Context: an optimization exercise on an open-source flow, tuned for small area. The choices shown serve that exercise and are no tape-out recipe.
Function was checked by simulation only, so behaviour that the tests miss may differ from the original.
No driver is modelled on the clock port, so clock power and skew are understated where the tree is cut down; a real chip needs a root buffer or a tree.

==> flow/design.v <==
module debouncer(input clk, input reset, input noisy, output clean);
	reg [1:0] ff_i;
	reg [6:0] c;
	reg ff_o;
	wire counter_max = c[6] & ~c[3] & ~c[2] & ~c[1] & ~c[0];
	wire clear = (ff_i[0] ^ ff_i[1]) | counter_max | ~reset;
	always @(posedge clk) begin
		ff_i[0] <= noisy & reset;
		if (!reset)
			ff_o <= 1'b0;
		else if (counter_max)
			ff_o <= ff_i[1];
	end
	always @(posedge clk)
		ff_i[1] <= ff_i[0];
	always @(posedge clk) begin
		if (clear) c <= 7'd0;
		else c <= {c[5:0], ~(c[6] ^ c[3])};
	end
	assign clean = ff_o;
endmodule
module sevseg (input clk, reset, button1, button2,
				 output reg [3:0] wys,
				 output [7:0] segment);
reg [3:0] counter;
reg [1:0] stan;
reg [9:0] counter2;
reg [9:0] counter3;
reg [15:0] keyval1;
reg running;
reg running2;
reg mode;
reg button1_prev;
reg button2_prev;
wire e1 = button1 & ~button1_prev;
wire e2 = button2 & ~button2_prev;
wire cnt_max = counter[3] & counter[1];
always @(posedge clk) begin
	if (!reset)
		stan <= 2'd0;
	else if (cnt_max)
		stan <= stan + 2'd1;
end
always @(posedge clk) begin
	if (cnt_max | ~reset)
		counter <= 4'd0;
	else
		counter <= counter + 4'd1;
end
wire A = reset & ~e1 & (mode ? running : running2);
wire run_up = mode & A;
wire run_dn = ~mode & A;
wire c2_max = (counter2 == 10'd356);
wire c3_max = (counter3 == 10'd356);
always @(posedge clk) begin
	if (!reset | (run_up & c2_max))
		counter2 <= 10'd0;
	else if (run_up)
		counter2 <= {counter2[8:0], ~(counter2[9] ^ counter2[6])};
	if (!reset | (run_dn & c3_max))
		counter3 <= 10'd0;
	else if (run_dn)
		counter3 <= {counter3[8:0], ~(counter3[9] ^ counter3[6])};
end
wire [3:0] d0 = keyval1[3:0], d1 = keyval1[7:4], d2 = keyval1[11:8], d3 = keyval1[15:12];
wire T = mode ? c2_max : c3_max;
wire g0 = d0[3] & d0[1];           
wire g1 = d1[3];                   
wire g2 = d2[3] & d2[1];           
wire s1 = ~d1[3] & d1[2] & d1[1];  
wire c1 = mode ? s1 : g1;
function [3:0] tg(input [3:0] b, input m, input sel);
	reg [3:0] t;
	reg u1, u2, u3;
	begin
		t = ~(b ^ {4{m}});
		u1 = sel & t[0];
		u2 = u1 & t[1];
		u3 = u2 & t[2];
		tg = b ^ {u3, u2, u1, sel};
	end
endfunction
wire ld = e2 | ~reset;
wire m6 = mode & reset;
wire k0 = A & (c1 | g0);
wire k1 = A & c1;
wire k2 = A & g2;
wire i0 = A & T;
wire i1 = A & g0;
wire [3:0] n0 = tg(d0, mode, i0);
wire [3:0] n1 = tg(d1, mode, i1);
wire [3:0] n2 = tg(d2, mode, k1);
wire [3:0] n3 = tg(d3, mode, k2);
wire [3:0] k9 = {~mode, 2'b00, ~mode};
wire [3:0] k5 = {1'b0, ~mode, 1'b0, ~mode};
wire [15:0] kv_n;
assign kv_n[3:0]   = k0 ? k9 : (ld & ~i0) ? 4'd0 : n0;
assign kv_n[7:4]   = k1 ? k5 : (ld & ~i1) ? 4'd0 : n1;
assign kv_n[11:8]  = k2 ? k9 : (ld & ~k1) ? 4'd0 : n2;
assign kv_n[15:12] = (ld & ~k2) ? {1'b0, m6, m6, 1'b0} : n3;
always @(posedge clk) begin
	keyval1 <= kv_n;
	if (!reset) begin
		running <= 1'b1;
		running2 <= 1'b1;
		mode <= 1'b0;
	end else begin
		if (e2)
			mode <= ~mode;
		if (mode & e1)
			running <= ~running;
		if (~mode & e1)
			running2 <= ~running2;
	end
	button1_prev <= button1;
	button2_prev <= button2;
end
reg [3:0] led_bcd;
always @(*) begin
	case (stan)
		2'd0: begin wys = 4'b0001; led_bcd = keyval1[3:0]; end
		2'd1: begin wys = 4'b0010; led_bcd = keyval1[7:4]; end
		2'd2: begin wys = 4'b0100; led_bcd = keyval1[11:8]; end
		default: begin wys = 4'b1000; led_bcd = keyval1[15:12]; end
	endcase
end
assign segment[7] = (stan == 2'd2);
reg [6:0] seg;
always @(*) begin
	case (led_bcd)
		4'h0: seg = 7'b0111111;
		4'h1: seg = 7'b0000110;
		4'h2: seg = 7'b1011011;
		4'h3: seg = 7'b1001111;
		4'h4: seg = 7'b1100110;
		4'h5: seg = 7'b1101101;
		4'h6: seg = 7'b1111101;
		4'h7: seg = 7'b0000111;
		4'h8: seg = 7'b1111111;
		4'h9: seg = 7'b1101111;
		4'hA: seg = 7'b1110111;
		4'hB: seg = 7'b1111111;
		4'hC: seg = 7'b0111001;
		4'hD: seg = 7'b0111111;
		4'hE: seg = 7'b1111001;
		default: seg = 7'b1110001;
	endcase
end
assign segment[6:0] = seg;
endmodule
module top(
	input clk,
	input reset,
	input button1,
	input button2,
	output [3:0] wys,
	output [7:0] segment
	);
	wire debounced_button1;
	wire debounced_button2;
	debouncer u_debouncer1 (
		.clk(clk),
		.reset(reset),
		.noisy(button1),
		.clean(debounced_button1)
		);
	debouncer u_debouncer2 (
		.clk(clk),
		.reset(reset),
		.noisy(button2),
		.clean(debounced_button2)
		);
	sevseg u_sevseg(
		.clk(clk),
		.reset(reset),
		.button1(debounced_button1),
		.button2(debounced_button2),
		.wys(wys),
		.segment(segment)
		);
endmodule
export LEC_CHECK = 0
export CAP_MARGIN = 20
export CORE_MARGIN = 2
export CORE_UTILIZATION = 65
export SLEW_MARGIN = 20
create_clock -name core_clock -period 5.0 [get_ports {clk}]
standard.sh (not shown) runs the stock make flow with config.mk's settings and CLKGATE_MAP_FILE= SYNTH_SCRIPT=/design/flow/synth_recipe.tcl, a recipe that flattens the netlist after the stock synthesis.
==> flow/flow/run.sh <==
#!/bin/bash
# Own layout flow: the standard ORFS flow (standard.sh, all steps) with these changes:
#  - synthesis maps with an area-oriented ABC script (flow/abc_area.script: deepsyn, then
#    amap; SEED is replaced by the deepsyn seed) and does not extract full/half adders;
#    registers and their names are as in the
#    standard synthesis. Synthesis runs once per deepsyn seed in SYNTH_SEEDS and the run with
#    the smallest cell area is kept for the rest of the flow;
#  - ports are buffered with the smallest buffer (buf_1);
#  - the clock is buffered by flow/cts_manual.tcl (4 clkbuf_8, each driving a cluster of
#    nearby flip-flops) in place of TritonCTS.
# Each ORFS step writes its full log under orfs/logs/ (and synth_seed_*/logs/ for the other
# synthesis runs); make's own output is in make_*.log here.
set -euo pipefail
W=$(pwd)
rm -rf "$W/orfs_scripts"
cp -r "$FLOW_HOME/scripts" "$W/orfs_scripts"
sed -i "s|^log_cmd clock_tree_synthesis {\\*}\$cts_args|source $W/flow/cts_manual.tcl|" "$W/orfs_scripts/cts.tcl"
grep -q cts_manual.tcl "$W/orfs_scripts/cts.tcl"
ARGS=(SCRIPTS_DIR="$W/orfs_scripts" ABC_AREA=1 ADDER_MAP_FILE= REMOVE_ABC_BUFFERS=1
  BUFFER_PORTS_ARGS="-buffer_cell sky130_fd_sc_hd__buf_1")
best=""
best_area=""
for s in ${SYNTH_SEEDS:-1 2 3 4 5 6 7 8}; do
  sed "s/SEED/$s/" "$W/flow/abc_area.script" > "$W/orfs_scripts/abc_area.script"
  rm -rf "$W/orfs"
  bash "$W/standard.sh" "${ARGS[@]}" synth > "$W/make_synth_seed_$s.log" 2>&1
  area=$(sed -n "s/.*Chip area for module '\\\\top': \([0-9.]*\).*/\1/p" \
    "$W/orfs/reports/sky130hd/top/base/synth_stat.txt" | head -1)
  echo "seed $s: synthesis cell area $area" | tee -a "$W/synth_seeds.log"
  mv "$W/orfs" "$W/synth_seed_$s"
  if [[ -z "$best" ]] || awk -v a="$area" -v b="$best_area" 'BEGIN { exit !(a < b) }'; then
    best=$s
    best_area=$area
  fi
done
echo "kept seed $best ($best_area)" | tee -a "$W/synth_seeds.log"
mv "$W/synth_seed_$best" "$W/orfs"
sed "s/SEED/$best/" "$W/flow/abc_area.script" > "$W/orfs_scripts/abc_area.script"
bash "$W/standard.sh" "${ARGS[@]}" ${FLOW_TARGET:-finish} > "$W/make_finish.log" 2>&1
Other scripts of this flow, unchanged in this note and not shown: flow/flow/abc_area.script, flow/flow/cts_manual.tcl
==> next run, changes <==
--- a/flow/design.v
+++ b/flow/design.v
@@ -27,5 +27,8 @@
 reg [9:0] counter2;
 reg [9:0] counter3;
-reg [15:0] keyval1;
+reg [3:0] dig0;
+reg [2:0] dig1;
+reg [3:0] dig2;
+reg [3:0] dig3;
 reg running;
 reg running2;
@@ -63,10 +66,11 @@
 		counter3 <= {counter3[8:0], ~(counter3[9] ^ counter3[6])};
 end
-wire [3:0] d0 = keyval1[3:0], d1 = keyval1[7:4], d2 = keyval1[11:8], d3 = keyval1[15:12];
+wire [3:0] d0 = dig0, d2 = dig2, d3 = dig3;
+wire [2:0] d1 = dig1;
 wire T = mode ? c2_max : c3_max;
 wire g0 = d0[3] & d0[1];           
-wire g1 = d1[3];                   
+wire g1 = &d1;                     
 wire g2 = d2[3] & d2[1];           
-wire s1 = ~d1[3] & d1[2] & d1[1];  
+wire s1 = d1[2] & d1[1] & ~d1[0];  
 wire c1 = mode ? s1 : g1;
 function [3:0] tg(input [3:0] b, input m, input sel);
@@ -81,4 +85,14 @@
 	end
 endfunction
+function [2:0] tg3(input [2:0] b, input m, input sel);
+	reg [2:0] t;
+	reg u1, u2;
+	begin
+		t = ~(b ^ {3{m}});
+		u1 = sel & t[0];
+		u2 = u1 & t[1];
+		tg3 = b ^ {u2, u1, sel};
+	end
+endfunction
 wire ld = e2 | ~reset;
 wire m6 = mode & reset;
@@ -89,16 +103,16 @@
 wire i1 = A & g0;
 wire [3:0] n0 = tg(d0, mode, i0);
-wire [3:0] n1 = tg(d1, mode, i1);
+wire [2:0] n1 = tg3(d1, mode, i1);
 wire [3:0] n2 = tg(d2, mode, k1);
 wire [3:0] n3 = tg(d3, mode, k2);
 wire [3:0] k9 = {~mode, 2'b00, ~mode};
-wire [3:0] k5 = {1'b0, ~mode, 1'b0, ~mode};
-wire [15:0] kv_n;
-assign kv_n[3:0]   = k0 ? k9 : (ld & ~i0) ? 4'd0 : n0;
-assign kv_n[7:4]   = k1 ? k5 : (ld & ~i1) ? 4'd0 : n1;
-assign kv_n[11:8]  = k2 ? k9 : (ld & ~k1) ? 4'd0 : n2;
-assign kv_n[15:12] = (ld & ~k2) ? {1'b0, m6, m6, 1'b0} : n3;
+wire [2:0] k5 = {~mode, 1'b0, ~mode};
 always @(posedge clk) begin
-	keyval1 <= kv_n;
+	dig0 <= k0 ? k9 : (ld & ~i0) ? 4'd0 : n0;
+	dig1 <= k1 ? k5 : (ld & ~i1) ? 3'd0 : n1;
+	dig2 <= k2 ? k9 : (ld & ~k1) ? 4'd0 : n2;
+	dig3 <= (ld & ~k2) ? {1'b0, m6, m6, 1'b0} : n3;
+end
+always @(posedge clk) begin
 	if (!reset) begin
 		running <= 1'b1;
@@ -119,8 +133,8 @@
 always @(*) begin
 	case (stan)
-		2'd0: begin wys = 4'b0001; led_bcd = keyval1[3:0]; end
-		2'd1: begin wys = 4'b0010; led_bcd = keyval1[7:4]; end
-		2'd2: begin wys = 4'b0100; led_bcd = keyval1[11:8]; end
-		default: begin wys = 4'b1000; led_bcd = keyval1[15:12]; end
+		2'd0: begin wys = 4'b0001; led_bcd = dig0; end
+		2'd1: begin wys = 4'b0010; led_bcd = {&dig1, dig1}; end
+		2'd2: begin wys = 4'b0100; led_bcd = dig2; end
+		default: begin wys = 4'b1000; led_bcd = dig3; end
 	endcase
 end
Effect: The changed run finished with timing, DRC and antenna clean; setup slack gets worse by 0.026 ns; via count goes up by 2.2%; routed wire length goes down by 0.74%; register-to-register slack gets better by 0.30 ns; sequential cell count goes down by 1.
In every run of this note, the design's own scripts or RTL, not TritonCTS, make the clock network.

## afterwards: timing with drivers on the ports
The flow's constraints put no driver on any port. The routed layouts listed below were extracted and timed again, unchanged, in two steps.
Step 1 assumes that a clkbuf_16 drives the clock port and a buf_2 every other input.
Step 2 also shifts input and output timing later by t, the mid clock arrival at the registers, as if the neighbouring blocks saw the same clock.
Slacks: no drivers / after step 1 / after step 2; pairs: no drivers / after step 1.
run	shift t [ns]	setup slack, ns	hold slack, ns
the first run	0.208	1.246 / 1.273 / 1.065	0.355 / 0.355 / 0.355
the second run	0.210	1.220 / 1.250 / 1.040	0.355 / 0.355 / 0.355
After both steps setup and hold are still met in every run listed. The setup slack of the first run, which loses most, moves by +0.027 ns with the drivers and by -0.181 ns with both steps.
